Context: an optimization exercise on an open-source flow, tuned for small area and a short achievable clock period. The choices shown serve that exercise and are no tape-out recipe.
The RTL was checked by simulation tests, not by an equivalence proof against the original design.
No driver is modelled on the clock port, so clocking that relies on it looks cheaper here than on a real chip.
Power is estimated from default activity; no workload was simulated.

==> design/flow/design.v <==
`default_nettype none
module fp16_mult (
  input wire clk, reset,
  input wire [15:0] a, b,
  output reg [15:0] result
);
  reg [4:0] e0;
  reg s0;
  reg [9:0] ma;
  reg [4:0] bo1, bo2, bng;
  reg b5t;
  reg q0_c99;
  reg q0_s106;
  reg q0_c101;
  reg q0_lowsum0_8;
  reg q0_s112;
  reg q0_c107;
  reg q0_s110;
  reg q0_c113;
  reg q0_c111;
  reg q0_s118;
  reg q0_s122;
  reg q0_c119;
  reg q0_s124;
  reg q0_s132;
  reg q0_c125;
  reg q0_s130;
  reg q0_c131;
  reg q0_s138;
  reg q0_s140;
  reg q0_s144;
  reg q0_c141;
  reg q0_s146;
  reg q0_s150;
  reg q0_s152;
  reg q0_c147;
  reg q0_c151;
  reg q0_s156;
  reg q0_c153;
  reg q0_s158;
  reg q0_s160;
  reg q0_c157;
  reg q0_c159;
  reg q0_s162;
  reg q0_c161;
  reg q0_pp64;
  reg q0_s164;
  reg q0_c163;
  reg q0_pp65;
  reg q0_pp76;
  reg q0_c165;
  reg q0_pp77;
  reg [4:0] e1;
  reg s1;
  reg [11:0] pr;
  reg [4:0] e2;
  reg s2;
  wire [4:0] e_in = a[14:10] + b[14:10];
  wire s_in = a[15] ^ b[15];
  wire bo1_d0 = b[0] ^ 1'b0;
  wire bo2_d0 = (b[1] & ~b[0] & ~1'b0) | (~b[1] & b[0] & 1'b0);
  wire bo1_d1 = b[2] ^ b[1];
  wire bo2_d1 = (b[3] & ~b[2] & ~b[1]) | (~b[3] & b[2] & b[1]);
  wire bo1_d2 = b[4] ^ b[3];
  wire bo2_d2 = (b[5] & ~b[4] & ~b[3]) | (~b[5] & b[4] & b[3]);
  wire bo1_d3 = b[6] ^ b[5];
  wire bo2_d3 = (b[7] & ~b[6] & ~b[5]) | (~b[7] & b[6] & b[5]);
  wire bo1_d4 = b[8] ^ b[7];
  wire bo2_d4 = (b[9] & ~b[8] & ~b[7]) | (~b[9] & b[8] & b[7]);
  wire pp1 = ((bo1[0] & ma[0])) ^ bng[0];
  wire pp2 = ((bo1[0] & ma[1]) | (bo2[0] & ma[0])) ^ bng[0];
  wire pp3 = ((bo1[0] & ma[2]) | (bo2[0] & ma[1])) ^ bng[0];
  wire pp4 = ((bo1[0] & ma[3]) | (bo2[0] & ma[2])) ^ bng[0];
  wire pp5 = ((bo1[0] & ma[4]) | (bo2[0] & ma[3])) ^ bng[0];
  wire pp6 = ((bo1[0] & ma[5]) | (bo2[0] & ma[4])) ^ bng[0];
  wire pp7 = ((bo1[0] & ma[6]) | (bo2[0] & ma[5])) ^ bng[0];
  wire pp8 = ((bo1[0] & ma[7]) | (bo2[0] & ma[6])) ^ bng[0];
  wire pp9 = ((bo1[0] & ma[8]) | (bo2[0] & ma[7])) ^ bng[0];
  wire pp10 = ((bo1[0] & ma[9]) | (bo2[0] & ma[8])) ^ bng[0];
  wire pp11 = (bo1[0] | (bo2[0] & ma[9])) ^ bng[0];
  wire pp12 = (bo2[0]) ^ bng[0];
  wire pp13 = ~bng[0];
  wire pp14 = ((bo1[1] & ma[0])) ^ bng[1];
  wire pp15 = ((bo1[1] & ma[1]) | (bo2[1] & ma[0])) ^ bng[1];
  wire pp16 = ((bo1[1] & ma[2]) | (bo2[1] & ma[1])) ^ bng[1];
  wire pp17 = ((bo1[1] & ma[3]) | (bo2[1] & ma[2])) ^ bng[1];
  wire pp18 = ((bo1[1] & ma[4]) | (bo2[1] & ma[3])) ^ bng[1];
  wire pp19 = ((bo1[1] & ma[5]) | (bo2[1] & ma[4])) ^ bng[1];
  wire pp20 = ((bo1[1] & ma[6]) | (bo2[1] & ma[5])) ^ bng[1];
  wire pp21 = ((bo1[1] & ma[7]) | (bo2[1] & ma[6])) ^ bng[1];
  wire pp22 = ((bo1[1] & ma[8]) | (bo2[1] & ma[7])) ^ bng[1];
  wire pp23 = ((bo1[1] & ma[9]) | (bo2[1] & ma[8])) ^ bng[1];
  wire pp24 = (bo1[1] | (bo2[1] & ma[9])) ^ bng[1];
  wire pp25 = (bo2[1]) ^ bng[1];
  wire pp26 = ~bng[1];
  wire pp27 = ((bo1[2] & ma[0])) ^ bng[2];
  wire pp28 = ((bo1[2] & ma[1]) | (bo2[2] & ma[0])) ^ bng[2];
  wire pp29 = ((bo1[2] & ma[2]) | (bo2[2] & ma[1])) ^ bng[2];
  wire pp30 = ((bo1[2] & ma[3]) | (bo2[2] & ma[2])) ^ bng[2];
  wire pp31 = ((bo1[2] & ma[4]) | (bo2[2] & ma[3])) ^ bng[2];
  wire pp32 = ((bo1[2] & ma[5]) | (bo2[2] & ma[4])) ^ bng[2];
  wire pp33 = ((bo1[2] & ma[6]) | (bo2[2] & ma[5])) ^ bng[2];
  wire pp34 = ((bo1[2] & ma[7]) | (bo2[2] & ma[6])) ^ bng[2];
  wire pp35 = ((bo1[2] & ma[8]) | (bo2[2] & ma[7])) ^ bng[2];
  wire pp36 = ((bo1[2] & ma[9]) | (bo2[2] & ma[8])) ^ bng[2];
  wire pp37 = (bo1[2] | (bo2[2] & ma[9])) ^ bng[2];
  wire pp38 = (bo2[2]) ^ bng[2];
  wire pp39 = ~bng[2];
  wire pp40 = ((bo1[3] & ma[0])) ^ bng[3];
  wire pp41 = ((bo1[3] & ma[1]) | (bo2[3] & ma[0])) ^ bng[3];
  wire pp42 = ((bo1[3] & ma[2]) | (bo2[3] & ma[1])) ^ bng[3];
  wire pp43 = ((bo1[3] & ma[3]) | (bo2[3] & ma[2])) ^ bng[3];
  wire pp44 = ((bo1[3] & ma[4]) | (bo2[3] & ma[3])) ^ bng[3];
  wire pp45 = ((bo1[3] & ma[5]) | (bo2[3] & ma[4])) ^ bng[3];
  wire pp46 = ((bo1[3] & ma[6]) | (bo2[3] & ma[5])) ^ bng[3];
  wire pp47 = ((bo1[3] & ma[7]) | (bo2[3] & ma[6])) ^ bng[3];
  wire pp48 = ((bo1[3] & ma[8]) | (bo2[3] & ma[7])) ^ bng[3];
  wire pp49 = ((bo1[3] & ma[9]) | (bo2[3] & ma[8])) ^ bng[3];
  wire pp50 = (bo1[3] | (bo2[3] & ma[9])) ^ bng[3];
  wire pp51 = (bo2[3]) ^ bng[3];
  wire pp52 = ~bng[3];
  wire pp53 = ((bo1[4] & ma[0])) ^ bng[4];
  wire pp54 = ((bo1[4] & ma[1]) | (bo2[4] & ma[0])) ^ bng[4];
  wire pp55 = ((bo1[4] & ma[2]) | (bo2[4] & ma[1])) ^ bng[4];
  wire pp56 = ((bo1[4] & ma[3]) | (bo2[4] & ma[2])) ^ bng[4];
  wire pp57 = ((bo1[4] & ma[4]) | (bo2[4] & ma[3])) ^ bng[4];
  wire pp58 = ((bo1[4] & ma[5]) | (bo2[4] & ma[4])) ^ bng[4];
  wire pp59 = ((bo1[4] & ma[6]) | (bo2[4] & ma[5])) ^ bng[4];
  wire pp60 = ((bo1[4] & ma[7]) | (bo2[4] & ma[6])) ^ bng[4];
  wire pp61 = ((bo1[4] & ma[8]) | (bo2[4] & ma[7])) ^ bng[4];
  wire pp62 = ((bo1[4] & ma[9]) | (bo2[4] & ma[8])) ^ bng[4];
  wire pp63 = (bo1[4] | (bo2[4] & ma[9])) ^ bng[4];
  wire pp64 = (bo2[4]) ^ bng[4];
  wire pp65 = ~bng[4];
  wire pp66 = (~b5t & ma[0]);
  wire pp67 = (~b5t & ma[1]) | (b5t & ma[0]);
  wire pp68 = (~b5t & ma[2]) | (b5t & ma[1]);
  wire pp69 = (~b5t & ma[3]) | (b5t & ma[2]);
  wire pp70 = (~b5t & ma[4]) | (b5t & ma[3]);
  wire pp71 = (~b5t & ma[5]) | (b5t & ma[4]);
  wire pp72 = (~b5t & ma[6]) | (b5t & ma[5]);
  wire pp73 = (~b5t & ma[7]) | (b5t & ma[6]);
  wire pp74 = (~b5t & ma[8]) | (b5t & ma[7]);
  wire pp75 = (~b5t & ma[9]) | (b5t & ma[8]);
  wire pp76 = ~b5t | (b5t & ma[9]);
  wire pp77 = b5t;
  wire s78 = bng[1] ^ pp3;
  wire c79 = bng[1] & pp3;
  wire s80 = pp4 ^ pp15;
  wire c81 = pp4 & pp15;
  wire s82 = bng[2] ^ pp5 ^ pp16;
  wire c83 = (bng[2] & pp5) | (bng[2] & pp16) | (pp5 & pp16);
  wire s84 = pp27 ^ c81;
  wire c85 = pp27 & c81;
  wire s86 = pp6 ^ pp17 ^ pp28;
  wire c87 = (pp6 & pp17) | (pp6 & pp28) | (pp17 & pp28);
  wire s88 = c83 ^ c85;
  wire c89 = c83 & c85;
  wire s90 = bng[3] ^ pp7 ^ pp18;
  wire c91 = (bng[3] & pp7) | (bng[3] & pp18) | (pp7 & pp18);
  wire s92 = pp29 ^ pp40 ^ c87;
  wire c93 = (pp29 & pp40) | (pp29 & c87) | (pp40 & c87);
  wire s94 = s90 ^ c89;
  wire c95 = s90 & c89;
  wire s96 = pp8 ^ pp19 ^ pp30;
  wire c97 = (pp8 & pp19) | (pp8 & pp30) | (pp19 & pp30);
  wire s98 = pp41 ^ c91 ^ s96;
  wire c99 = (pp41 & c91) | (pp41 & s96) | (c91 & s96);
  wire s100 = c93 ^ c95;
  wire c101 = c93 & c95;
  wire s102 = bng[4] ^ pp9 ^ pp20;
  wire c103 = (bng[4] & pp9) | (bng[4] & pp20) | (pp9 & pp20);
  wire s104 = pp31 ^ pp42 ^ pp53;
  wire c105 = (pp31 & pp42) | (pp31 & pp53) | (pp42 & pp53);
  wire s106 = c97 ^ s102 ^ s104;
  wire c107 = (c97 & s102) | (c97 & s104) | (s102 & s104);
  wire s108 = pp10 ^ pp21 ^ pp32;
  wire c109 = (pp10 & pp21) | (pp10 & pp32) | (pp21 & pp32);
  wire s110 = pp43 ^ pp54 ^ c103;
  wire c111 = (pp43 & pp54) | (pp43 & c103) | (pp54 & c103);
  wire s112 = c105 ^ s108;
  wire c113 = c105 & s108;
  wire s114 = pp66 ^ pp11 ^ pp22;
  wire c115 = (pp66 & pp11) | (pp66 & pp22) | (pp11 & pp22);
  wire s116 = pp33 ^ pp44 ^ pp55;
  wire c117 = (pp33 & pp44) | (pp33 & pp55) | (pp44 & pp55);
  wire s118 = c109 ^ s114 ^ s116;
  wire c119 = (c109 & s114) | (c109 & s116) | (s114 & s116);
  wire s120 = pp67 ^ pp12 ^ pp23;
  wire c121 = (pp67 & pp12) | (pp67 & pp23) | (pp12 & pp23);
  wire s122 = pp34 ^ pp45 ^ pp56;
  wire c123 = (pp34 & pp45) | (pp34 & pp56) | (pp45 & pp56);
  wire s124 = c115 ^ c117 ^ s120;
  wire c125 = (c115 & c117) | (c115 & s120) | (c117 & s120);
  wire s126 = 1'b1 ^ pp13 ^ pp68;
  wire c127 = (1'b1 & pp13) | (1'b1 & pp68) | (pp13 & pp68);
  wire s128 = pp24 ^ pp35 ^ pp46;
  wire c129 = (pp24 & pp35) | (pp24 & pp46) | (pp35 & pp46);
  wire s130 = pp57 ^ s126 ^ c121;
  wire c131 = (pp57 & s126) | (pp57 & c121) | (s126 & c121);
  wire s132 = c123 ^ s128;
  wire c133 = c123 & s128;
  wire s134 = 1'b1 ^ pp69 ^ pp25;
  wire c135 = (1'b1 & pp69) | (1'b1 & pp25) | (pp69 & pp25);
  wire s136 = pp36 ^ pp47 ^ pp58;
  wire c137 = (pp36 & pp47) | (pp36 & pp58) | (pp47 & pp58);
  wire s138 = c127 ^ c129 ^ s134;
  wire c139 = (c127 & c129) | (c127 & s134) | (c129 & s134);
  wire s140 = s136 ^ c133;
  wire c141 = s136 & c133;
  wire s142 = pp26 ^ pp70 ^ pp37;
  wire c143 = (pp26 & pp70) | (pp26 & pp37) | (pp70 & pp37);
  wire s144 = pp48 ^ pp59 ^ c135;
  wire c145 = (pp48 & pp59) | (pp48 & c135) | (pp59 & c135);
  wire s146 = c137 ^ s142 ^ c139;
  wire c147 = (c137 & s142) | (c137 & c139) | (s142 & c139);
  wire s148 = 1'b1 ^ pp71 ^ pp38;
  wire c149 = (1'b1 & pp71) | (1'b1 & pp38) | (pp71 & pp38);
  wire s150 = pp49 ^ pp60 ^ c143;
  wire c151 = (pp49 & pp60) | (pp49 & c143) | (pp60 & c143);
  wire s152 = s148 ^ c145;
  wire c153 = s148 & c145;
  wire s154 = pp39 ^ pp72 ^ pp50;
  wire c155 = (pp39 & pp72) | (pp39 & pp50) | (pp72 & pp50);
  wire s156 = pp61 ^ c149 ^ s154;
  wire c157 = (pp61 & c149) | (pp61 & s154) | (c149 & s154);
  wire s158 = 1'b1 ^ pp73 ^ pp51;
  wire c159 = (1'b1 & pp73) | (1'b1 & pp51) | (pp73 & pp51);
  wire s160 = pp62 ^ c155;
  wire c161 = pp62 & c155;
  wire s162 = pp52 ^ pp74 ^ pp63;
  wire c163 = (pp52 & pp74) | (pp52 & pp63) | (pp74 & pp63);
  wire s164 = 1'b1 ^ pp75;
  wire c165 = 1'b1 & pp75;
  wire [8:0] lowsum0 = {1'b0, s98, s92, s86, s82, c79, pp14, pp2, bng[0]} + {1'b0, s100, s94, s88, s84, s80, s78, 1'b0, pp1};
  wire s166 = q0_c99 ^ q0_s106 ^ q0_c101;
  wire c167 = (q0_c99 & q0_s106) | (q0_c99 & q0_c101) | (q0_s106 & q0_c101);
  wire s168 = q0_s112 ^ q0_c107 ^ q0_s110;
  wire c169 = (q0_s112 & q0_c107) | (q0_s112 & q0_s110) | (q0_c107 & q0_s110);
  wire s170 = q0_c113 ^ q0_c111 ^ q0_s118;
  wire c171 = (q0_c113 & q0_c111) | (q0_c113 & q0_s118) | (q0_c111 & q0_s118);
  wire s172 = q0_s122 ^ q0_c119 ^ q0_s124;
  wire c173 = (q0_s122 & q0_c119) | (q0_s122 & q0_s124) | (q0_c119 & q0_s124);
  wire s174 = q0_s132 ^ q0_c125 ^ q0_s130;
  wire c175 = (q0_s132 & q0_c125) | (q0_s132 & q0_s130) | (q0_c125 & q0_s130);
  wire s176 = q0_c131 ^ q0_s138 ^ q0_s140;
  wire c177 = (q0_c131 & q0_s138) | (q0_c131 & q0_s140) | (q0_s138 & q0_s140);
  wire s178 = q0_s144 ^ q0_c141 ^ q0_s146;
  wire c179 = (q0_s144 & q0_c141) | (q0_s144 & q0_s146) | (q0_c141 & q0_s146);
  wire s180 = q0_s150 ^ q0_s152 ^ q0_c147;
  wire c181 = (q0_s150 & q0_s152) | (q0_s150 & q0_c147) | (q0_s152 & q0_c147);
  wire s182 = q0_c151 ^ q0_s156 ^ q0_c153;
  wire c183 = (q0_c151 & q0_s156) | (q0_c151 & q0_c153) | (q0_s156 & q0_c153);
  wire s184 = q0_s158 ^ q0_s160 ^ q0_c157;
  wire c185 = (q0_s158 & q0_s160) | (q0_s158 & q0_c157) | (q0_s160 & q0_c157);
  wire s186 = q0_c159 ^ q0_s162 ^ q0_c161;
  wire c187 = (q0_c159 & q0_s162) | (q0_c159 & q0_c161) | (q0_s162 & q0_c161);
  wire s188 = q0_pp64 ^ q0_s164 ^ q0_c163;
  wire c189 = (q0_pp64 & q0_s164) | (q0_pp64 & q0_c163) | (q0_s164 & q0_c163);
  wire s190 = q0_pp65 ^ q0_pp76 ^ q0_c165;
  wire c191 = (q0_pp65 & q0_pp76) | (q0_pp65 & q0_c165) | (q0_pp76 & q0_c165);
  wire s192 = 1'b1 ^ q0_pp77;
  wire c193 = 1'b1 & q0_pp77;
  wire [13:0] cx = {s192, c189, c187, c185, c183, c181, c179, c177, c175, c173, c171, c169, c167, q0_lowsum0_8};
  wire [13:0] cy = {c191, s190, s188, s186, s184, s182, s180, s178, s176, s174, s172, s170, s168, s166};
  wire [13:0] cs = cx + cy;
  wire p21 = cs[13];
  wire [9:0] mhi = {cs[12], cs[11], cs[10], cs[9], cs[8], cs[7], cs[6], cs[5], cs[4], cs[3]};
  wire [9:0] mlo = {cs[11], cs[10], cs[9], cs[8], cs[7], cs[6], cs[5], cs[4], cs[3], cs[2]};
  wire [4:0] ef = e2 + 5'd17 + {4'd0, pr[11]};
  wire [15:0] res_d = {s2, ef, pr[11] ? pr[10:1] : pr[9:0]};
  always @(posedge clk) begin
    e0 <= e_in;
    s0 <= s_in;
    ma <= a[9:0];
    bo1 <= {bo1_d4, bo1_d3, bo1_d2, bo1_d1, bo1_d0};
    bo2 <= {bo2_d4, bo2_d3, bo2_d2, bo2_d1, bo2_d0};
    bng <= {b[9], b[7], b[5], b[3], b[1]};
    b5t <= b[9];
    q0_c99 <= c99;
    q0_s106 <= s106;
    q0_c101 <= c101;
    q0_lowsum0_8 <= lowsum0[8];
    q0_s112 <= s112;
    q0_c107 <= c107;
    q0_s110 <= s110;
    q0_c113 <= c113;
    q0_c111 <= c111;
    q0_s118 <= s118;
    q0_s122 <= s122;
    q0_c119 <= c119;
    q0_s124 <= s124;
    q0_s132 <= s132;
    q0_c125 <= c125;
    q0_s130 <= s130;
    q0_c131 <= c131;
    q0_s138 <= s138;
    q0_s140 <= s140;
    q0_s144 <= s144;
    q0_c141 <= c141;
    q0_s146 <= s146;
    q0_s150 <= s150;
    q0_s152 <= s152;
    q0_c147 <= c147;
    q0_c151 <= c151;
    q0_s156 <= s156;
    q0_c153 <= c153;
    q0_s158 <= s158;
    q0_s160 <= s160;
    q0_c157 <= c157;
    q0_c159 <= c159;
    q0_s162 <= s162;
    q0_c161 <= c161;
    q0_pp64 <= pp64;
    q0_s164 <= s164;
    q0_c163 <= c163;
    q0_pp65 <= pp65;
    q0_pp76 <= pp76;
    q0_c165 <= c165;
    q0_pp77 <= pp77;
    e1 <= e0;
    s1 <= s0;
    pr <= {p21, mhi[9], mlo};
    e2 <= e1;
    s2 <= s1;
  end
  always @(posedge clk or posedge reset) begin
    if (reset) result <= 16'd0;
    else result <= res_d;
  end
endmodule
==> design/flow/flow/run.sh <==
#!/bin/bash
# Own layout flow: the standard ORFS flow (standard.sh) with
#  - port buffers of a chosen cell (every input and output port still gets one),
#  - a clock tree of clkbuf cells without dummy loads,
set -euo pipefail
HERE=$(cd "$(dirname "$0")" && pwd)
S=sky130_fd_sc_hd__
export BUFFER_PORTS_ARGS="-buffer_cell ${S}buf_1"
export CTS_ARGS="-sink_clustering_enable -repair_clock_nets -dont_use_dummy_load -buf_list {${S}clkbuf_8} -sink_clustering_size 12"
export SKEW_GROUPS="{q0_* 20 ${S}clkdlybuf4s25_1 ${S}clkbuf_8} {pr* 20 ${S}clkdlybuf4s25_1 ${S}clkbuf_8}"
export POST_CTS_TCL="$HERE/post_cts.tcl"
export PRE_GLOBAL_ROUTE_TCL="$HERE/pre_grt.tcl"
export SKEW_MARGIN=${SKEW_MARGIN:-3.6}
bash standard.sh > flow_make.log 2>&1
==> design/flow/flow/post_cts.tcl <==
# POST_CTS hook: add the useful-skew clock buffers (skew.tcl), then legalise and repair
# setup and hold as cts.tcl does after clock tree synthesis, now with the setup margin
# SKEW_MARGIN (the stages are balanced only from here on).
source [file join [file dirname [info script]] skew.tcl]
if { [info exists ::env(SKEW_MARGIN)] } { set ::env(SETUP_SLACK_MARGIN) $::env(SKEW_MARGIN) }
estimate_parasitics -placement
detailed_placement
estimate_parasitics -placement
repair_timing_helper
detailed_placement
check_placement -verbose
==> design/flow/flow/pre_grt.tcl <==
# PRE_GLOBAL_ROUTE hook: repair after global routing with the setup margin SKEW_MARGIN.
if { [info exists ::env(SKEW_MARGIN)] } { set ::env(SETUP_SLACK_MARGIN) $::env(SKEW_MARGIN) }
==> design/flow/flow/skew.tcl <==

proc skew_root_net { } {
  set clk_net [get_nets clk]
  foreach pin [get_pins -of_objects $clk_net] {
    set inst [get_cells -of_objects $pin]
    if { [string match *clkbuf* [get_property $inst ref_name]] } {
      return [get_nets -of_objects [get_pins [get_full_name $inst]/X]]
    }
  }
  error "skew: no root clock buffer on net clk"
}

# returns the list of chain-head nets (net after the first cell of each cluster's chain)
proc skew_cluster_group { root pattern maxregs cells } {
  set block [ord::get_db_block]
  set regs {}
  foreach inst [$block getInsts] {
    if { ![string match $pattern [$inst getName]] } { continue }
    if { [$inst findITerm CLK] == "NULL" } { continue }
    set loc [$inst getLocation]
    lappend regs [list [$inst getName] [lindex $loc 0] [lindex $loc 1]]
  }
  set n [llength $regs]
  if { $n == 0 } { return {} }
  set k [expr {($n + $maxregs - 1) / $maxregs}]
  set regs [lsort -integer -index 1 $regs]
  set per [expr {($n + $k - 1) / $k}]
  set dbu [$block getDbUnitsPerMicron]
  set tag [string map {* x ? x [ x ] x} $pattern]
  set heads {}
  for { set c 0 } { $c < $k } { incr c } {
    set chunk [lrange $regs [expr {$c * $per}] [expr {($c + 1) * $per - 1}]]
    if { [llength $chunk] == 0 } { continue }
    set sx 0; set sy 0; set pins {}
    foreach r $chunk {
      set sx [expr {$sx + [lindex $r 1]}]
      set sy [expr {$sy + [lindex $r 2]}]
      lappend pins [get_pins "[lindex $r 0]/CLK"]
    }
    set x [expr {double($sx) / [llength $chunk] / $dbu}]
    set y [expr {double($sy) / [llength $chunk] / $dbu}]
    set cur [get_full_name $root]
    set i 0
    set chain {}
    foreach cell $cells {
      set bname "skewbuf_${tag}_${c}_$i"
      set nname "skewnet_${tag}_${c}_$i"
      set extra {}
      if { $i == 0 } { set extra -load_pins_on_diff_nets }
      insert_buffer -buffer_cell $cell -net [get_nets $cur] -load_pins $pins \
        {*}$extra -location [list $x $y] -buffer_name $bname -net_name $nname
      set cur $nname
      incr i
    }
    puts "skew: $pattern cluster $c: [llength $chunk] registers behind $cells"
  }
  return $heads
}

# add one delay cell right before the last cell of every chain of the group
proc skew_add_step { pattern cell } {
  set block [ord::get_db_block]
  set tag [string map {* x ? x [ x ] x} $pattern]
  set done 0
  foreach inst [$block getInsts] {
    set nm [$inst getName]
    if { ![string match "skewbuf_${tag}_*" $nm] } { continue }
    # the last cell of a chain drives the registers: its output net has a CLK load
    set xnet [[$inst findITerm X] getNet]
    set drives_regs 0
    foreach it [$xnet getITerms] {
      if { [[$it getMTerm] getName] == "CLK" } { set drives_regs 1; break }
    }
    if { !$drives_regs } { continue }
    set anet [[$inst findITerm A] getNet]
    set loc [$inst getLocation]
    set dbu [$block getDbUnitsPerMicron]
    global skew_step_count
    incr skew_step_count
    insert_buffer -buffer_cell $cell -net [get_nets [$anet getName]] \
      -load_pins [get_pins "$nm/A"] \
      -location [list [expr {double([lindex $loc 0]) / $dbu}] [expr {double([lindex $loc 1]) / $dbu}]] \
      -buffer_name "skewstep_${tag}_$skew_step_count" -net_name "skewstepnet_${tag}_$skew_step_count"
    incr done
  }
  return $done
}

proc skew_worst { pattern } {
  set pins [get_pins -quiet "$pattern/D"]
  if { [llength $pins] == 0 } { return 1e9 }
  set w 1e9
  foreach p $pins {
    set s [get_property $p slack_max]
    if { $s < $w } { set w $s }
  }
  return $w
}

proc skew_remove_idle_clock_buffers { } {
  set block [ord::get_db_block]
  set again 1
  while { $again } {
    set again 0
    foreach inst [$block getInsts] {
      if { ![string match *clkbuf* [[$inst getMaster] getName]] } { continue }
      set x [$inst findITerm X]
      if { $x == "NULL" } { continue }
      set net [$x getNet]
      if { $net == "NULL" } { continue }
      if { [llength [$net getITerms]] == 1 && [llength [$net getBTerms]] == 0 } {
        puts "skew: removing idle clock buffer [$inst getName]"
        set nname [$net getName]
        delete_instance [get_cells [$inst getName]]
        delete_net [get_nets $nname]
        set again 1
        break
      }
    }
  }
}

set skew_step_count 0
set skew_root [skew_root_net]
foreach g $::env(SKEW_GROUPS) {
  skew_cluster_group $skew_root [lindex $g 0] [lindex $g 1] [lrange $g 2 end]
}
skew_remove_idle_clock_buffers

# stage endpoints: A ends at q0_*, B at pr*, C at result*
# the step cell: a slow delay cell while the stages are far apart, a small buffer near balance
proc skew_step { pattern gap } {
  if { $gap > 0.5 } {
    skew_add_step $pattern sky130_fd_sc_hd__clkdlybuf4s25_1
  } else {
    skew_add_step $pattern sky130_fd_sc_hd__clkbuf_1
  }
}
for { set it 0 } { $it < 16 } { incr it } {
  estimate_parasitics -placement
  set sa [skew_worst {q0_*}]
  set sb [skew_worst {pr*}]
  set sc [skew_worst {result*}]
  puts [format "skew: step %d slacks A %.3f B %.3f C %.3f" $it $sa $sb $sc]
  set small 0.09
  if { $sa <= $sb && $sa <= $sc } {
    if { $sb - $small > $sa + 0.02 } {
      skew_step {q0_*} [expr {$sb - $sa}]
    } elseif { $sc - $small > $sa + 0.02 } {
      skew_step {pr*} [expr {$sc - $sa}]
    } else {
      break
    }
  } elseif { $sb <= $sc && $sc - $small > $sb + 0.02 } {
    skew_step {pr*} [expr {$sc - $sb}]
  } else {
    break
  }
}
==> design/flow/standard.sh <==
#!/bin/bash
# synth_recipe.tcl (not shown) runs the flow's synth.tcl, then flattens the netlist and writes it again
# the make line also repeats each setting of config.mk as NAME=value (left out here)
make -C /OpenROAD-flow-scripts/flow DESIGN_CONFIG=/design/flow/config.mk WORK_HOME=/design/flow/orfs CLKGATE_MAP_FILE= SYNTH_SCRIPT=/design/flow/synth_recipe.tcl "${@:-finish}"
==> design/flow/config.mk <==
export PLATFORM = sky130hd
export DESIGN_NAME = fp16_mult
export DESIGN_NICKNAME = fp16_mult
export VERILOG_FILES = /design/flow/design.v
export SDC_FILE = /design/flow/constraint.sdc
export NUM_CORES = 4
export LEC_CHECK = 0
export CAP_MARGIN = 20
export CORE_MARGIN = 2
export CORE_UTILIZATION = 50
export SETUP_SLACK_MARGIN = 3.0
export SLEW_MARGIN = 20
==> design/flow/constraint.sdc <==
create_clock -name core_clock -period 5.5 [get_ports {clk}]
set_input_delay 1.1000 -clock core_clock [delete_from_list [all_inputs] [get_ports {clk}]]
set_output_delay 1.1000 -clock core_clock [all_outputs]
set_load 0.01 [all_outputs]
==> summary.txt, run 1 <==
Run status
  – Status: finished clean

Die
  – Initial Utilization: 0.507
  – Core area: 11300 µm²
  – Num rows: 39
  – Total die area: 12300 µm²
  – Ports: 50
  – Chip width: 111 µm
  – Die Height: 111 µm

Worst setup path
  – Crit path largest cell delay: between 300 and 400 ps
  – Buffers & Inverters on Critical Path: 1
  – CP Data Required Time: 4400 ps
  – WP data arrival: 890 ps
  – Crit Path Max Fanout: 1
  – CP Capture Type: output port
  – Crit path launch: result[12]$_DFF_PP0_
  – CP max stage cell: dfrtp_1
  – Worst path top cell family by delay: flip-flops
  – Critical Path, Cell by Cell: clkbuf_2
  – Crit Path Class: reg2out
  – Reg-to-reg startpoint: q0_c131$_DFF_P_
  – Crit path launch type: flop

Detailed routing
  – First DRT Iteration DRCs: between 300 and 400
  – DRT antenna net count: 0
  – Residual DRC count: 0
  – Vias post-DR: 3666
  – M1 WL: 4690 µm
  – WL final: 10600 µm
  – WL/cell: 15.1 µm
  – WL met3: 550 µm
  – Met2 Wirelength: 5060 µm
  – Drt first pass iters: 5
  – Top Layer Used: met4
  – Vias/cell: 5.24

Global routing
  – First-pass GRT wire length: approximately 18000 µm
  – Gr usage total: 0.204
  – GRT overflow: 0
  – Vias in the first global route: 3735
  – Largest net degree at the start of global routing: 25
  – Initial antenna violation count: 0

Power and ir drop
  – Pwr dens: 558 nW/µm²
  – Peak supply drop: about 0.39 mV
  – P_leak: 2.77 nW

Hold path
  – Hold path start: ma[9]$_DFF_P_
  – Tightest Hold Check Type: reg2reg

Timing
  – Clk_skew: approximately 610 ps
  – Fmax achieved: between 500 and 600 MHz
  – Tightest Pin Transition: 643 ps
  – Post-route setup TNS: 0 ps
  – Fin crit period: 1990 ps
  – Final worst-path cycle share: 0.362
  – Unrepaired setup endpoints after global routing: yes
  – Final setup fails: 0
  – Final hold vios: 0
  – Max Slew Vio Count: 0
  – Slew margin rel.: 0.571
  – Final hold slack: 265 ps
  – Final worst slack: 3510 ps

Yosys
  – Syn. warnings: 1
  – Avg Inst Size Synth: 11.6 µm²
  – Mapped Area: 5720 µm²
  – Async SR Flop Fraction: 0.143
  – Syn_nets: 607
  – Cells after Synth: 492
  – Synth Flop Type: dfxtp_1
  – Synth Register Bits: about 110
  – Post-synth EDFFs: 0
  – Seq/Total Area, Yosys: 0.406
  – Library cells used by synthesis: 44

Clock tree
  – CTS tree: yes
  – Clock insertion delay at the later pin of the skew report: 950 ps
  – CTS Sinks: 112
  – CTS clk-pin slew, worst paths: 100 ps

Placement
  – Final HPWL DP: ~7500 µm
  – I/O Buffers: 49
  – Pre-CTS setup slack: 2720 ps
  – Gp weighted congestion: 0.906
  – Cell Area, Placed: 5980 µm²

Final layout
  – Finished Cell Area: 6630 µm²
  – Diode count: 0
  – Core Util, Final: 0.588
  – Share of cells above drive strength 1: 0.215
  – Nets: between 600 and 700
  – Area Growth Syn to Fin: 15.9%

Job
  – Max-Cap Viols: 0
==> layout make-up, clock buffers not listed <==
cell class                 count  area (µm²)
inverter                      47         180
multi-input combinational    305        3270
sequential                   112        2400
fill                         904        4640
tap                          143         179
timing repair buffer          70         359
==> routing by layer <==
metal / up-vias / global-route usage
met5: - / 0
met4: 0 / 0.0917
met3: 29 / 0.0612
met2: 149 / 0.334
met1: 1728 / 0.250
li1: 1760 / -
==> cells in the final DEF (no fill, tap or decap), types with 2 or more instances in the layout <==
| cell type | synthesis | routed |
|---|---|---|
| clkdlybuf4s25_1 | 0 | 4 |
| dfrtp_1 | 16 | 16 |
| clkbuf_1 | 21 | 6 |
| ha_1 | 39 | 34 |
| clkinv_2 | 0 | 3 |
| nand2b_1 | 5 | 5 |
| a21oi_1 | 16 | 11 |
| clkbuf_2 | 0 | 11 |
| nand3_1 | 4 | 4 |
| fa_1 | 42 | 40 |
| o21ai_0 | 6 | 6 |
| ha_4 | 0 | 4 |
| dfxtp_2 | 0 | 3 |
| a22oi_2 | 1 | 10 |
| a21o_1 | 4 | 4 |
| mux2i_1 | 6 | 6 |
| nor2_1 | 8 | 8 |
| clkbuf_8 | 0 | 13 |
| o21ai_2 | 2 | 2 |
| nand2_1 | 7 | 7 |
| xnor2_1 | 66 | 62 |
| a22oi_1 | 44 | 35 |
| buf_1 | 0 | 38 |
| mux2_2 | 13 | 13 |
| nand3b_1 | 4 | 4 |
| buf_4 | 0 | 20 |
| nor2b_1 | 2 | 2 |
| xor2_1 | 16 | 16 |
| xnor2_2 | 0 | 4 |
| a21oi_2 | 1 | 6 |
| dfxtp_1 | 96 | 74 |
| inv_1 | 44 | 44 |
| dfxtp_4 | 0 | 19 |
| fa_2 | 0 | 2 |
==> synthesized netlist by cell type (all sizes together) (2+ instances only) <==
master	number	area, µm²
a21o	5	38.8
a21oi	17	88.8
a22oi	46	364
a31oi	2	27.5
buf	7	35.0
clkbuf	21	78.8
clkinv	3	11.3
dfrtp	16	400
dfxtp	96	1920
fa	42	841
ha	39	488
inv	44	165
mux2	13	146
mux2i	6	60.1
nand2	7	26.3
nand2b	5	31.3
nand3	4	20.0
nand3b	4	30.0
nor2	8	30.0
nor2b	2	12.5
o21ai	9	52.6
o22ai	2	18.8
xnor2	66	578
xor2	16	140
==> path summary, 6_finish.rpt <==
path	endpoint	slack, ps	cells past startpoint
setup / recovery	result[12]	3510	1
max in group asynchronous	result[1]$_DFF_PP0_	4270	2
hold / removal	q0_s164$_DFF_P_	260	1
min in group asynchronous	result[14]$_DFF_PP0_	750	2
setup reg to reg	pr[8]$_DFF_P_	3530	7
hold reg to reg	q0_s164$_DFF_P_	260	1
==> where the power goes <==
group          internal (mW)  switching, mW  total [mW]
Combinational          0.969          0.968        1.94
Sequential              1.08          0.128        1.21
Clock                  0.266          0.285       0.551
==> stage by stage <==
| step | instances | total power [mW] |
|---|---|---|
| after floorplan | 492 | 2.54 |
| after global placement | 657 | 2.85 |
| after detailed placement | 657 | 2.88 |
| after global routing | 700 | 4.01 |
| final | 700 | 3.70 |
==> flip-flops by register name, summed over array words and instances, names as in the netlist, 5 cells and up <==
signal,cells
result,16
bo2,5
bng,5
e1,5
e2,5
pr,12
bo1,5
e0,5
ma,10
==> cells by family (layout without fill, tap and decap cells) <==
family | Yosys count | after routing | share of synthesized area
buf+inv | 75 | 140 | 0.0508
xor+xnor | 82 | 82 | 0.126
simple gates | 35 | 35 | 0.0319
mux | 19 | 19 | 0.0361
fa+ha+maj | 81 | 81 | 0.232
flops | 112 | 112 | 0.406
compound gates | 88 | 88 | 0.117
==> run 2: changes to the inputs <==
--- a/design/flow/flow/run.sh
+++ b/design/flow/flow/run.sh
@@ -10,5 +10,5 @@
 export SKEW_GROUPS="{q0_* 20 ${S}clkdlybuf4s25_1 ${S}clkbuf_8} {pr* 20 ${S}clkdlybuf4s25_1 ${S}clkbuf_8}"
 export POST_CTS_TCL="$HERE/post_cts.tcl"
 export PRE_GLOBAL_ROUTE_TCL="$HERE/pre_grt.tcl"
-export SKEW_MARGIN=${SKEW_MARGIN:-3.6}
+export SKEW_MARGIN=${SKEW_MARGIN:-3.4}
 bash standard.sh > flow_make.log 2>&1
==> run 2 against run 1 <==
  * Critical path depth up 6
  * Die area unchanged
  * Flip-flop and latch count unchanged
  * Clock skew down 32 ps
  * Hold slack better by 35 ps
  * Routed wire length down 4.1%
  * Register-to-register slack worse by 100 ps
  * Worst setup slack worse by 82 ps
  * Synthesized cell count unchanged
  * Combinational power down 15%
  * Power down 7.7%
  * Critical endpoint is now pr[8]$_DFF_P_
  * Highest routed layer unchanged
==> summary.txt, run 2 <==
Yosys
  – Top cell type's share of synthesized area: 0.336 (unchanged)
  – Post-synth top cells: 96 x dfxtp_1, 66 x xnor2_1, 44 x a22oi_1, 44 x inv_1, 42 x fa_1
  – Ranking of synthesized cells by area: dfxtp_1 34%, fa_1 15%, xnor2_1 10%, ha_1 8.5%, dfrtp_1 7.0%
  – Avg Inst Size Synth: 11.6 µm² (unchanged)
  – Seq/Total Area, Yosys: 0.406 (unchanged)
  – Syn_nets: 607 (unchanged)
  – Async SR Flop Fraction: 0.143 (unchanged)
  – Cells after Synth: 492 (unchanged)
  – Post-synth EDFFs: 0 (unchanged)
  – Mapped Area: 5720 µm² (unchanged)
  – Synth Register Bits: 112 (unchanged)
  – Cell with the most instances after synthesis: dfxtp_1
  – Synth Flop Type: dfxtp_1
  – Synth area leader: dfxtp_1
  – Library cells used by synthesis: 44 (unchanged)
  – Syn. warnings: 1 (unchanged)

Power and ir drop
  – Reg power frac: 0.356 (+0.029)
  – Clock share of power: 0.161 (+0.012)
  – P_leak: 2.63 nW (-5.2%)
  – Psw: 1.28 mW (-7.3%)
  – Sw Share: 0.375 (+0.00159)
  – Int Pwr: 2.13 mW (-8.0%)
  – Logic pwr share: 0.483 (-0.041)
  – Final Power: 3.41 mW (-7.7%)
  – Pwr dens: 539 nW/µm² (-3.3%)
  – Peak supply drop: 0.380 mV (-1.7%)

Final layout
  – Area Growth Syn to Fin: 10.5%
  – Core Util, Final: 0.561 (-0.0271)
  – Most frequent cells in the layout: 77 x dfxtp_1, 66 x xnor2_1, 49 x buf_1
  – Register area: 2370 µm² (-0.99%)
  – Diode count: 0 (unchanged)
  – Post-Layout Cell Count: 684 (-2.3%)
  – Biggest register: result
  – Finished Cell Area: 6320 µm² (-4.6%)
  – Flip-flop count of the largest register after layout: 16 (unchanged)
  – Biggest regs: result (16), pr (12), ma (10)
  – Nets: 658 (-2.4%)
  – Share of cells above drive strength 1: 0.126 (-0.0897)
  – Most common cell after layout, fill and taps aside: dfxtp_1
  – Fillers: 950 (+5.1%)
  – Multi-input gate area: 3120 µm² (-4.5%)

Worst setup path
  – CP Capture Type: flop
  – CP max stage cell: fa_1
  – Crit Path Class: reg2reg
  – Buffers & Inverters on Critical Path: 0 (-1)
  – Worst Reg-to-Reg Cells: 7 (unchanged)
  – Crit path largest cell delay: 480 ps (+100 ps)
  – Number of stages on the worst setup path: 7 (+6)
  – Crit path launch type: flop
  – CP Data Required Time: 6310 ps (+1910 ps)
  – Critical Path, Cell by Cell: fa_1 -> ha_1 -> a31oi_4 -> a22oi_4 -> a311oi_4 -> o21bai_2 -> xor2_1
  – Worst path top cell family by delay: compound AO/OA/AOI/OAI gates
  – Crit Path Max Fanout: 6 (+5)
  – WP data arrival: 2890 ps (+2000 ps)

Global routing
  – GRT overflow: 0 (unchanged)
  – Initial antenna violation count: 0 (unchanged)
  – Gr usage total: 0.198 (-0.00694)
  – Largest net degree at the start of global routing: 25 (unchanged)
  – Vias in the first global route: 3650 (-2.3%)
  – First-pass GRT wire length: 17500 µm (-3.2%)

Timing
  – Max Slew Vio Count: 0 (unchanged)
  – Final worst slack: 3430 ps (-82.3 ps)
  – Final hold vios: 0 (unchanged)
  – Slew margin rel.: 0.570 (about the same)
  – Unrepaired setup endpoints after global routing: no
  – Final setup fails: 0 (unchanged)
  – Fmax achieved: 482 MHz (-4.0%)
  – Fin crit period: 2070 ps (+82.3 ps)
  – Tightest Pin Transition: 644 ps (+0.543 ps)
  – Final hold slack: 299 ps (+34.6 ps)
  – Final worst-path cycle share: 0.377 (+0.0150)
  – Post-route setup TNS: 0 ps (unchanged)
  – Clk_skew: 583 ps (-31.6 ps)

Hold path
  – WHS Path Cells: 1 (unchanged)
  – Tightest Hold Check Type: reg2reg

Die
  – Initial Utilization: 0.507 (unchanged)
  – Ports: 50 (unchanged)
  – Num rows: 39 (unchanged)
  – Core area: 11300 µm² (unchanged)
  – Die Height: 111 µm (unchanged)
  – Chip width: 111 µm (unchanged)
  – Total die area: 12300 µm² (unchanged)

Job
  – Max-Cap Viols: 0 (unchanged)

Detailed routing
  – WL/cell: 14.8 µm (-1.8%)
  – Drt first pass iters: 8 (+3)
  – Vias/cell: 5.22 (-0.34%)
  – Residual DRC count: 0 (unchanged)
  – Vias post-DR: 3570 (-2.6%)
  – WL final: 10100 µm (-4.1%)
  – DRT antenna net count: 0 (unchanged)
  – First DRT Iteration DRCs: 371 (+11%)

Clock tree
  – CTS Sinks: 112 (unchanged)
  – CTS clk-pin slew, worst paths: 100 ps (about the same)
  – CTS tree: yes
  – Clock insertion delay at the later pin of the skew report: 920 ps (-30 ps)

Placement
  – Post-Place Cells: 657 (unchanged)
  – I/O Buffers: 49 (unchanged)
  – Gp weighted congestion: 0.906 (unchanged)
  – Final HPWL DP: 7460 µm (unchanged)
  – Pre-CTS setup slack: 2720 ps (unchanged)
  – Cell Area, Placed: 5980 µm² (unchanged)

Run status
  – Status: finished clean
run 2: cell counts after synthesis:
No cell type changed its count.
run 2: power groups by stage:
stage / sequential [mW] / clock [mW] / combinational (mW)
2_1_floorplan: 1.21 / 0 / 1.33
3_3_place_gp: 1.24 / 0 / 1.61
3_5_place_dp: 1.25 / 0 / 1.63
5_1_grt: 1.24 / 0.614 / 1.87
6_report: 1.21 / 0.549 / 1.65
run 2: cell families (layout without fill, tap and decap cells):
logic type                 Yosys count  after routing  synth area share
DFF                                112            112             0.406
adders and majority gates           81             81             0.232
buffers and inverters               75            124            0.0508
xor gates and xnor gates            82             82             0.126
and+or+nand+nor                     35             35            0.0319
muxes                               19             19            0.0361
AOI/OAI and AO/OA                   88             88             0.117
run 2: worst register-to-register path: cells and delay by family, from the launching register on:
kind	cells	cell delay, ps
flops	1	320
compound gates	4	890
fa+ha+maj	2	800
xor+xnor	1	140
run 2: per-layer routing:
metal,global-route usage,vias to the layer above,share of wire
met4,0.0842,0,0.018
met2,0.320,139,0.48
met3,0.0563,20,0.055
li1,-,1721,-
met5,0,-,0
met1,0.248,1690,0.45
run 2: final cells by class, clock buffers not listed:
class / count / share of cell area
inverter: 47 / 0.0289
multi-input combinational: 305 / 0.494
sequential: 112 / 0.375
tap: 143 / 0.0283
timing repair buffer: 54 / 0.0350
run 2: worst paths after layout:
kind / startpoint / end / slack, ps
min in group asynchronous: reset / result[14]$_DFF_PP0_ / 750
min: bo2[4]$_DFF_P_ / q0_pp64$_DFF_P_ / 300
max: q0_s112$_DFF_P_ / pr[8]$_DFF_P_ / 3430
max reg2reg: q0_s112$_DFF_P_ / pr[8]$_DFF_P_ / 3430
max in group asynchronous: reset / result[1]$_DFF_PP0_ / 4270
min reg2reg: bo2[4]$_DFF_P_ / q0_pp64$_DFF_P_ / 300
==> run 3: changes to the inputs <==
--- a/design/flow/flow/run.sh
+++ b/design/flow/flow/run.sh
@@ -10,5 +10,5 @@
 export SKEW_GROUPS="{q0_* 20 ${S}clkdlybuf4s25_1 ${S}clkbuf_8} {pr* 20 ${S}clkdlybuf4s25_1 ${S}clkbuf_8}"
 export POST_CTS_TCL="$HERE/post_cts.tcl"
 export PRE_GLOBAL_ROUTE_TCL="$HERE/pre_grt.tcl"
-export SKEW_MARGIN=${SKEW_MARGIN:-3.4}
+export SKEW_MARGIN=${SKEW_MARGIN:-3.5}
 bash standard.sh > flow_make.log 2>&1
==> run 3 against run 2 <==
  * Clock power barely moved
  * Via count increased by 1.5%
  * Die area unchanged
  * Hold slack got worse by 43 ps
  * Core utilization rose by 1.8 points
  * Global-route usage grew 0.28 points
  * Critical endpoint is now result[12]
==> summary.txt, run 3 <==
Hold path
  – Tightest Hold Check Type: reg2reg
  – Hold path start: ma[9]$_DFF_P_
  – Hold Crit Endpoint: q0_s164$_DFF_P_
  – WHS Path Cells: 1 (unchanged)

Yosys
  – Syn_nets: 607 (unchanged)
  – Async SR Flop Fraction: 0.143 (unchanged)
  – Avg Inst Size Synth: 11.6 µm² (unchanged)
  – Synth Register Bits: 112 (unchanged)
  – Post-synth top cells: 96 x dfxtp_1, 66 x xnor2_1, 44 x a22oi_1, 44 x inv_1, 42 x fa_1
  – Cell with the most instances after synthesis: dfxtp_1
  – Synth Flop Type: dfxtp_1
  – Top cell type's share of synthesized area: 0.336 (unchanged)
  – Post-synth EDFFs: 0 (unchanged)
  – Cells after Synth: 492 (unchanged)
  – Synth area leader: dfxtp_1
  – Mapped Area: 5720 µm² (unchanged)
  – Library cells used by synthesis: 44 (unchanged)
  – Ranking of synthesized cells by area: dfxtp_1 34%, fa_1 15%, xnor2_1 10%, ha_1 8.5%, dfrtp_1 7.0%
  – Syn. warnings: 1 (unchanged)
  – Seq/Total Area, Yosys: 0.406 (unchanged)

Placement
  – Final HPWL DP: 7460 µm (unchanged)
  – Post-Place Cells: 657 (unchanged)
  – I/O Buffers: 49 (unchanged)
  – Gp weighted congestion: 0.906 (unchanged)

Worst setup path
  – R2R Setup Slk: 3530 ps (+100 ps)
  – CP Capture Type: output port
  – Crit Path Class: reg2out
  – Worst Reg-to-Reg Cells: 7 (unchanged)
  – R2R Path End: pr[8]$_DFF_P_
  – Critical Path, Cell by Cell: clkbuf_2
  – Reg-to-reg startpoint: q0_c131$_DFF_P_
  – Crit path largest cell delay: 380 ps (-100 ps)
  – CP Data Required Time: 4400 ps (-1910 ps)
  – Buffers & Inverters on Critical Path: 1 (+1)
  – Worst path top cell family by delay: flip-flops
  – CP max stage cell: dfrtp_1
  – Crit Path Max Fanout: 1 (-5)
  – WP data arrival: 890 ps (-2000 ps)
  – Crit path launch type: flop

Final layout
  – Biggest regs: result (16), pr (12), ma (10)
  – Flip-flop count of the largest register after layout: 16 (unchanged)
  – Post-Layout Cell Count: 697 (+1.9%)
  – Share of cells above drive strength 1: 0.175 (+0.0494)
  – Area Growth Syn to Fin: 14.0%
  – Diode count: 0 (unchanged)
  – Most frequent cells in the layout: 75 x dfxtp_1, 64 x xnor2_1, 46 x buf_1
  – Biggest register: result
  – Nets: 671 (+2.0%)
  – Fillers: 926 (-2.5%)
  – Most common cell after layout, fill and taps aside: dfxtp_1

Power and ir drop
  – Clock share of power: 0.154 (-0.007)
  – P_leak: 2.72 nW (+3.3%)
  – Pwr dens: 549 nW/µm² (+1.8%)
  – Psw: 1.34 mW (+4.9%)
  – Int Pwr: 2.24 mW (+5.1%)
  – Sw Share: 0.375 (-0.000495)
  – Logic pwr share: 0.508 (+0.025)
  – Peak supply drop: 0.388 mV (+2.0%)
  – Reg power frac: 0.338 (-0.018)

Die
  – Chip width: 111 µm (unchanged)
  – Total die area: 12300 µm² (unchanged)
  – Die Height: 111 µm (unchanged)
  – Initial Utilization: 0.507 (unchanged)
  – Ports: 50 (unchanged)
  – Core area: 11300 µm² (unchanged)
  – Num rows: 39 (unchanged)

Timing
  – Fin crit period: 1990 ps (-81.4 ps)
  – Post-route setup TNS: 0 ps (unchanged)
  – Slew margin rel.: 0.572 (+0.00129)
  – Final hold vios: 0 (unchanged)
  – Clk_skew: 637 ps (+53.4 ps)
  – Fmax achieved: 502 MHz (+4.1%)
  – Tightest Pin Transition: 642 ps (-1.93 ps)
  – Unrepaired setup endpoints after global routing: yes
  – Final setup fails: 0 (unchanged)
  – Final worst-path cycle share: 0.362 (-0.0148)
  – Max Slew Vio Count: 0 (unchanged)

Run status
  – Status: finished clean

Detailed routing
  – DRT antenna net count: 0 (unchanged)
  – Drt first pass iters: 10 (+2)
  – WL final: 10400 µm (+2.7%)
  – Vias/cell: 5.20 (-0.35%)
  – Vias post-DR: 3625 (+1.5%)
  – WL/cell: 14.9 µm (+0.75%)
  – First DRT Iteration DRCs: 348 (-6.2%)
  – Residual DRC count: 0 (unchanged)

Clock tree
  – CTS tree: yes
  – CTS clk-pin slew, worst paths: 100 ps (about the same)
  – Clock insertion delay at the later pin of the skew report: 970 ps (+50 ps)
  – CTS Sinks: 112 (unchanged)

Global routing
  – Gr usage total: 0.200 (+0.00281)
  – Initial antenna violation count: 0 (unchanged)
  – First-pass GRT wire length: 17700 µm (+1.3%)
  – Vias in the first global route: 3684 (+0.93%)
  – Largest net degree at the start of global routing: 25 (unchanged)
  – GRT overflow: 0 (unchanged)

Job
  – Max-Cap Viols: 0 (unchanged)
==> run 3: metal layers <==
metal / vias up / wire (µm) / GRT usage
met3: 19 / 540 / 0.0612
li1: 1746 / - / -
met1: 1725 / 4710 / 0.248
met4: 0 / 201 / 0.0883
met2: 135 / 4950 / 0.324
met5: - / 0 / 0
==> run 3: worst max-delay path by stage <==
stage	cells past startpoint	from	slack [ps]	endpoint
2_1_floorplan	10	bo2[0]$_DFF_P_	3010	q0_lowsum0_8$_DFF_P_
3_3_place_gp	9	bng[1]$_DFF_P_	2770	q0_lowsum0_8$_DFF_P_
3_5_place_dp	9	bng[1]$_DFF_P_	2720	q0_lowsum0_8$_DFF_P_
5_1_grt	1	result[11]$_DFF_PP0_	3450	result[11]
6_report	1	result[12]$_DFF_PP0_	3510	result[12]
==> run 3: power by group through the flow <==
| stage | clock, mW | sequential [mW] | combinational, mW |
|---|---|---|---|
| after floorplan | 0 | 1.21 | 1.33 |
| after global placement | 0 | 1.24 | 1.61 |
| final | 0.552 | 1.21 | 1.82 |
| after detailed placement | 0 | 1.25 | 1.63 |
| after global routing | 0.616 | 1.24 | 2.04 |
==> run 3: logic make-up (layout without fill, tap and decap cells) <==
group / count (synthesis) / in the layout / synth area share
flip-flops: 112 / 112 / 0.406
AND/OR/NAND/NOR: 35 / 35 / 0.0319
multiplexers: 19 / 19 / 0.0361
adder cells (fa/ha/maj): 81 / 81 / 0.232
AO/OA/AOI/OAI: 88 / 88 / 0.117
XOR/XNOR: 82 / 82 / 0.126
buffers and inverters: 75 / 137 / 0.0508
==> run 3: through the flow <==
stage          cell area [µm²]   util  power, mW  worst slack (ps)  hold WS (ps)
3_5_place_dp              5980  0.530       2.88              2720           312
3_3_place_gp              5980  0.530       2.85              2770           310
2_1_floorplan             5720      -       2.54              3010           310
6_report                  6520  0.578       3.58              3510           256
5_1_grt                   6520  0.578       3.89              3450           183
==> run 3: layout make-up, clock buffers not listed <==
cell class | count | area [µm²] | area share
Inverter | 47 | 183 | 0.0280
Multi-Input combinational cell | 305 | 3210 | 0.492
Sequential cell | 112 | 2390 | 0.366
Tap cell | 143 | 179 | 0.0274
Timing Repair Buffer | 67 | 323 | 0.0495
==> run 4: changes to the inputs <==
--- a/design/flow/config.mk
+++ b/design/flow/config.mk
@@ -7,6 +7,6 @@
 export LEC_CHECK = 0
 export CAP_MARGIN = 20
 export CORE_MARGIN = 2
-export CORE_UTILIZATION = 50
+export CORE_UTILIZATION = 60
 export SETUP_SLACK_MARGIN = 3.0
 export SLEW_MARGIN = 20
==> run 4 against run 3 <==
  * Still clean
  * Die area decreased by 16%
  * Fmax decreased by 0.72%
  * Cell count decreased by 3.6%
  * First-iteration DRC count decreased by 14%
  * Routed wire length decreased by 1.8%
  * Sequential power about the same
  * Hold slack improved by 26 ps
==> summary.txt, run 4 <==
Run status
  – Status: finished clean

Final layout
  – Diode count: 0 (unchanged)
  – Biggest regs: result (16), pr (12), ma (10)
  – Area Growth Syn to Fin: 12.3%
  – Register area: 2390 µm² (+0.21%)
  – Fillers: 698 (-25%)
  – Multi-input gate area: 3200 µm² (-0.12%)
  – Most frequent cells in the layout: 75 x dfxtp_1, 66 x xnor2_1, 44 x inv_1
  – Finished Cell Area: 6420 µm² (-1.5%)
  – Flip-flop count of the largest register after layout: 16 (unchanged)
  – Most common cell after layout, fill and taps aside: dfxtp_1
  – Post-Layout Cell Count: 672 (-3.6%)
  – Biggest register: result
  – Core Util, Final: 0.695 (+0.117)
  – Share of cells above drive strength 1: 0.169 (-0.00566)
  – Nets: 660 (-1.6%)

Timing
  – Final worst slack: 3490 ps (-14.4 ps)
  – Unrepaired setup endpoints after global routing: yes
  – Slew margin rel.: 0.553 (-0.0183)
  – Final hold vios: 0 (unchanged)
  – Fmax achieved: 498 MHz (-0.72%)
  – Max Slew Vio Count: 0 (unchanged)
  – Final setup fails: 0 (unchanged)
  – Tightest Pin Transition: 669 ps (+27.4 ps)
  – Fin crit period: 2010 ps (+14.4 ps)
  – Clk_skew: 575 ps (-61.9 ps)
  – Post-route setup TNS: 0 ps (unchanged)
  – Final worst-path cycle share: 0.365 (+0.00263)
  – Final hold slack: 283 ps (+26.5 ps)

Clock tree
  – CTS tree: yes
  – CTS Sinks: 112 (unchanged)
  – CTS clk-pin slew, worst paths: 110 ps (about the same)
  – Clock insertion delay at the later pin of the skew report: 910 ps (-60 ps)

Placement
  – Final HPWL DP: 7470 µm (+0.15%)
  – Cell Area, Placed: 5960 µm² (-0.29%)
  – Post-Place Cells: 643 (-2.1%)
  – Gp weighted congestion: 0.847 (-6.5%)
  – I/O Buffers: 49 (unchanged)
  – Pre-CTS setup slack: 2640 ps (-74.9 ps)

Die
  – Chip width: 102 µm (-8.4%)
  – Initial Utilization: 0.619 (+0.112)
  – Total die area: 10300 µm² (-16%)
  – Die Height: 102 µm (-8.4%)
  – Core area: 9240 µm² (-18%)
  – Ports: 50 (unchanged)
  – Num rows: 35 (-10%)

Global routing
  – GRT overflow: 0 (unchanged)
  – Vias in the first global route: 3708 (+0.65%)
  – First-pass GRT wire length: 17300 µm (-2.3%)
  – Largest net degree at the start of global routing: 25 (unchanged)
  – Gr usage total: 0.233 (+0.0327)
  – Initial antenna violation count: 0 (unchanged)

Power and ir drop
  – Peak supply drop: 0.369 mV (-4.8%)
  – Final Power: 3.60 mW (+0.46%)
  – Pwr dens: 560 nW/µm² (+2.0%)
  – P_leak: 2.66 nW (-2.2%)

Job
  – Max-Cap Viols: 0 (unchanged)

Detailed routing
  – Vias/cell: 5.40 (+3.9%)
  – Vias post-DR: 3630 (+0.14%)
  – Residual DRC count: 0 (unchanged)
  – WL final: 10200 µm (-1.8%)
  – First DRT Iteration DRCs: 299 (-14%)
  – WL/cell: 15.2 µm (+1.8%)
  – DRT antenna net count: 0 (unchanged)
  – Drt first pass iters: 8 (-2)

Yosys
  – Avg Inst Size Synth: 11.6 µm² (unchanged)
  – Mapped Area: 5720 µm² (unchanged)
  – Post-synth top cells: 96 x dfxtp_1, 66 x xnor2_1, 44 x a22oi_1, 44 x inv_1, 42 x fa_1
  – Ranking of synthesized cells by area: dfxtp_1 34%, fa_1 15%, xnor2_1 10%, ha_1 8.5%, dfrtp_1 7.0%
  – Cell with the most instances after synthesis: dfxtp_1
  – Synth Register Bits: 112 (unchanged)
  – Library cells used by synthesis: 44 (unchanged)
  – Synth area leader: dfxtp_1
  – Top cell type's share of synthesized area: 0.336 (unchanged)
  – Syn. warnings: 1 (unchanged)
  – Syn_nets: 607 (unchanged)
  – Async SR Flop Fraction: 0.143 (unchanged)
  – Post-synth EDFFs: 0 (unchanged)
  – Cells after Synth: 492 (unchanged)
  – Synth Flop Type: dfxtp_1
  – Seq/Total Area, Yosys: 0.406 (unchanged)

Worst setup path
  – CP Data Required Time: 4400 ps (about the same)
  – WP data arrival: 910 ps (+20 ps)
  – Crit path largest cell delay: 380 ps (about the same)
  – Crit path launch type: flop
  – Critical Path, Cell by Cell: clkbuf_2
  – CP Capture Type: output port
  – Buffers & Inverters on Critical Path: 1 (unchanged)
  – Worst path top cell family by delay: flip-flops
  – Crit Path Class: reg2out
  – CP max stage cell: dfrtp_1
  – Crit Path Max Fanout: 1 (unchanged)

Hold path
  – Tightest Hold Check Type: reg2reg
## run 4: cell counts after synthesis
Identical to the previous run, type by type.
## run 4: cell families after synthesis
group | share of synthesized area
AOI/OAI and AO/OA | 0.117
xor gates and xnor gates | 0.126
adders and majority gates | 0.232
buffers and inverters | 0.0508
DFF | 0.406
muxes | 0.0361
and+or+nand+nor | 0.0319
## run 4: worst paths after layout
check | slack [ps] | start | depth (start not counted) | endpoint
max | 3490 | result[14]$_DFF_PP0_ | 1 | result[14]
min | 280 | ma[9]$_DFF_P_ | 1 | q0_s164$_DFF_P_
max reg2reg | 3500 | bo2[0]$_DFF_P_ | 9 | q0_lowsum0_8$_DFF_P_
min reg2reg | 280 | ma[9]$_DFF_P_ | 1 | q0_s164$_DFF_P_
max in group asynchronous | 4240 | reset | 2 | result[1]$_DFF_PP0_
min in group asynchronous | 760 | reset | 2 | result[10]$_DFF_PP0_
## run 4: area by class of cell, clock buffers not listed
type                    count  share of cell area
inverters                  47              0.0284
well taps                 129              0.0251
multi-input cells         305               0.498
repair buffers             56              0.0380
flip-flops and latches    112               0.373
## run 4: layer usage
metal / vias up / global-route usage / part of all wire
met5: - / 0 / 0
met4: 0 / 0.0873 / 0.027
met3: 27 / 0.0400 / 0.057
met2: 151 / 0.401 / 0.48
met1: 1725 / 0.294 / 0.43
li1: 1727 / - / -
## run 4: power breakdown
group	total (mW)	switching (mW)	internal, mW	leakage, nW
registers	1.22	0.144	1.08	1.00
logic	1.83	0.932	0.898	1.54
clock network	0.544	0.279	0.265	0.116
==> run 5: changes to the inputs <==
--- a/design/flow/flow/run.sh
+++ b/design/flow/flow/run.sh
@@ -10,5 +10,5 @@
 export SKEW_GROUPS="{q0_* 20 ${S}clkdlybuf4s25_1 ${S}clkbuf_8} {pr* 20 ${S}clkdlybuf4s25_1 ${S}clkbuf_8}"
 export POST_CTS_TCL="$HERE/post_cts.tcl"
 export PRE_GLOBAL_ROUTE_TCL="$HERE/pre_grt.tcl"
-export SKEW_MARGIN=${SKEW_MARGIN:-3.5}
+export SKEW_MARGIN=${SKEW_MARGIN:-3.45}
 bash standard.sh > flow_make.log 2>&1
==> run 5 against run 4 <==
  * Still clean
  * Power decreased by 3.1%
  * Hold slack got worse by 35 ps
  * First-iteration DRC count fell by 3.3%
  * Die area did not move
  * Cell count decreased by 0.60%
  * Critical path depth grew 6
  * Fmax shrank 0.19%
  * Register-to-register slack about the same
  * Via count is 0.96% lower
  * Combinational power down 6%
  * Critical path type is now reg2reg
==> summary.txt, run 5 <==
Timing
  – Slew margin rel.: 0.551 (-0.00186)
  – Final worst-path cycle share: 0.366 (+0.000705)
  – Max Slew Vio Count: 0 (unchanged)
  – Unrepaired setup endpoints after global routing: yes
  – Final setup fails: 0 (unchanged)
  – Tightest Pin Transition: 672 ps (+2.79 ps)
  – Post-route setup TNS: 0 ps (unchanged)
  – Fin crit period: 2010 ps (+3.88 ps)
  – Fmax achieved: 497 MHz (-0.19%)
  – Clk_skew: 605 ps (+29.8 ps)
  – Final hold vios: 0 (unchanged)

Die
  – Initial Utilization: 0.619 (unchanged)
  – Die Height: 102 µm (unchanged)
  – Total die area: 10300 µm² (unchanged)
  – Core area: 9240 µm² (unchanged)
  – Chip width: 102 µm (unchanged)
  – Num rows: 35 (unchanged)
  – Ports: 50 (unchanged)

Final layout
  – Fillers: 709 (+1.6%)
  – Finished Cell Area: 6340 µm² (-1.3%)
  – Diode count: 0 (unchanged)
  – Most frequent cells in the layout: 75 x dfxtp_1, 66 x xnor2_1, 45 x buf_1
  – Biggest regs: result (16), pr (12), ma (10)
  – Flip-flop count of the largest register after layout: 16 (unchanged)
  – Area Growth Syn to Fin: 10.9%
  – Nets: 656 (-0.61%)
  – Share of cells above drive strength 1: 0.143 (-0.0266)
  – Biggest register: result
  – Post-Layout Cell Count: 668 (-0.60%)
  – Most common cell after layout, fill and taps aside: dfxtp_1
  – Core Util, Final: 0.686 (-0.00907)

Placement
  – Final HPWL DP: 7470 µm (unchanged)
  – I/O Buffers: 49 (unchanged)
  – Cell Area, Placed: 5960 µm² (unchanged)
  – Gp weighted congestion: 0.847 (unchanged)
  – Post-Place Cells: 643 (unchanged)

Detailed routing
  – DRT antenna net count: 0 (unchanged)
  – Vias post-DR: 3595 (-0.96%)
  – Vias/cell: 5.38 (-0.37%)
  – WL/cell: 15.1 µm (-0.42%)
  – Residual DRC count: 0 (unchanged)
  – First DRT Iteration DRCs: 289 (-3.3%)
  – Drt first pass iters: 16 (+8)
  – WL final: 10100 µm (-1.0%)

Yosys
  – Synth area leader: dfxtp_1
  – Top cell type's share of synthesized area: 0.336 (unchanged)
  – Async SR Flop Fraction: 0.143 (unchanged)
  – Syn. warnings: 1 (unchanged)
  – Library cells used by synthesis: 44 (unchanged)
  – Ranking of synthesized cells by area: dfxtp_1 34%, fa_1 15%, xnor2_1 10%, ha_1 8.5%, dfrtp_1 7.0%
  – Post-synth top cells: 96 x dfxtp_1, 66 x xnor2_1, 44 x a22oi_1, 44 x inv_1, 42 x fa_1
  – Cell with the most instances after synthesis: dfxtp_1
  – Mapped Area: 5720 µm² (unchanged)
  – Avg Inst Size Synth: 11.6 µm² (unchanged)
  – Post-synth EDFFs: 0 (unchanged)
  – Syn_nets: 607 (unchanged)
  – Seq/Total Area, Yosys: 0.406 (unchanged)
  – Cells after Synth: 492 (unchanged)
  – Synth Register Bits: 112 (unchanged)
  – Synth Flop Type: dfxtp_1

Power and ir drop
  – Logic pwr share: 0.492 (-0.017)
  – Psw: 1.31 mW (-3.2%)
  – Clock share of power: 0.157 (+0.006)
  – Reg power frac: 0.351 (+0.011)
  – Int Pwr: 2.17 mW (-3.1%)
  – Sw Share: 0.376 (about the same)
  – Peak supply drop: 0.313 mV (-15%)
  – P_leak: 2.63 nW (-0.87%)
  – Pwr dens: 550 nW/µm² (-1.8%)
  – Final Power: 3.49 mW (-3.1%)

Worst setup path
  – Crit path launch type: flop
  – Crit path largest cell delay: 580 ps (+200 ps)
  – Crit Path Max Fanout: 5 (+4)
  – Worst Reg-to-Reg Cells: 7 (-2)
  – CP max stage cell: fa_1
  – WP data arrival: 2840 ps (+1930 ps)
  – Crit Path Class: reg2reg
  – Critical Path, Cell by Cell: fa_1 -> ha_4 -> a21oi_1 -> o22ai_2 -> a311oi_4 -> o21bai_2 -> xor2_1
  – CP Capture Type: flop
  – CP Data Required Time: 6330 ps (+1930 ps)

Global routing
  – Largest net degree at the start of global routing: 25 (unchanged)
  – GRT overflow: 0 (unchanged)
  – Vias in the first global route: 3674 (-0.92%)
  – First-pass GRT wire length: 17100 µm (-1.1%)
  – Gr usage total: 0.241 (+0.00771)
  – Initial antenna violation count: 0 (unchanged)

Hold path
  – WHS Path Cells: 1 (unchanged)
  – Tightest Hold Check Type: reg2reg

Clock tree
  – CTS tree: yes
  – Clock insertion delay at the later pin of the skew report: 940 ps (+30 ps)
  – CTS Sinks: 112 (unchanged)
  – CTS clk-pin slew, worst paths: 100 ps (about the same)

Job
  – Max-Cap Viols: 0 (unchanged)

Run status
  – Status: finished clean
## run 5: cell types whose count changed in the layout (fill, tap and decap cells not counted), moves of 2 or more
cell | before | now
buf_1 | 43 | 45
ha_2 | 4 | 0
clkbuf_2 | 6 | 4
buf_4 | 7 | 3
ha_1 | 33 | 37
a21oi_2 | 6 | 3
a21oi_1 | 11 | 14
dfxtp_2 | 3 | 7
dfxtp_4 | 18 | 14
## run 5: kinds of logic (layout without fill, tap and decap cells)
family                     after synthesis  after routing  share of synthesized area
and+or+nand+nor                         35             35                     0.0319
AOI/OAI and AO/OA                       88             88                      0.117
adders and majority gates               81             81                      0.232
muxes                                   19             19                     0.0361
DFF                                    112            112                      0.406
xor gates and xnor gates                82             82                      0.126
buffers and inverters                   75            122                     0.0508
## run 5: worst max-delay path: cells and delay by family (launching register included)
| family | cells | cell delay (ps) |
|---|---|---|
| DFF | 1 | 340 |
| adders and majority gates | 2 | 800 |
| xor gates and xnor gates | 1 | 140 |
| AOI/OAI and AO/OA | 4 | 780 |
## run 5: power by group through the flow
stage	Clock, mW	Combinational [mW]	Sequential, mW
2_1_floorplan	0	1.33	1.21
3_3_place_gp	0	1.60	1.24
3_5_place_dp	0	1.64	1.25
5_1_grt	0.608	1.95	1.26
6_report	0.546	1.72	1.22
## run 5: layer usage
| metal | vias up | GRT usage | share of wire |
|---|---|---|---|
| li1 | 1718 | - | - |
| met3 | 40 | 0.0607 | 0.064 |
| met1 | 1685 | 0.287 | 0.43 |
| met2 | 152 | 0.426 | 0.48 |
| met4 | 0 | 0.0748 | 0.032 |
| met5 | - | 0 | 0 |
## run 5: worst paths after layout
| check | startpoint | to | slack (ps) |
|---|---|---|---|
| max | q0_s150$_DFF_P_ | pr[8]$_DFF_P_ | 3490 |
| min | ma[9]$_DFF_P_ | q0_s164$_DFF_P_ | 250 |
| max reg2reg | q0_s150$_DFF_P_ | pr[8]$_DFF_P_ | 3490 |
| min reg2reg | ma[9]$_DFF_P_ | q0_s164$_DFF_P_ | 250 |
| max in group asynchronous | reset | result[3]$_DFF_PP0_ | 4230 |
| min in group asynchronous | reset | result[10]$_DFF_PP0_ | 760 |
## run 5: through the flow
stage	hold slack (ps)	worst slack, ps
floorplan	310	3010
global placement	310	2770
detailed placement	312	2640
global route	275	3370
finish	248	3490
## run 5: area by class of cell, clock buffers not listed
cell class,instances,area (µm²),area share
timing repair buffer,52,211,0.0333
inverter,47,183,0.0288
sequential,112,2380,0.376
multi-input combinational,305,3160,0.498
tap,129,161,0.0255

-- separate check: timing with driven ports --
The results above use ideal ports. As a check the final layouts listed here were re-extracted and re-timed, cells and wires unchanged. Step 1, drivers: a clkbuf_16 drives clk and a buf_2 each remaining input, both assumed. Step 2, shift: input delay + t, output delay - t, t = (earliest + latest rising clock arrival at the registers) / 2. This alone moves slack from input paths to output paths. Three values: ideal, step 1, step 2; two values: the first two.
run | t (ns) | setup slack, ns | clock arrival spread, ns
run 1 | 0.676 | 3.508 / 3.475 / 2.987 | 0.615 / 0.615
run 2 | 0.661 | 3.425 / 3.425 / 3.004 | 0.583 / 0.583
run 3 | 0.687 | 3.507 / 3.475 / 2.977 | 0.636 / 0.636
run 4 | 0.653 | 3.492 / 3.463 / 3.000 | 0.574 / 0.574
run 5 | 0.663 | 3.489 / 3.468 / 2.984 | 0.605 / 0.605
Clock arrivals are far apart in every run listed, so t is only a midpoint there and step 2 fits no single register.
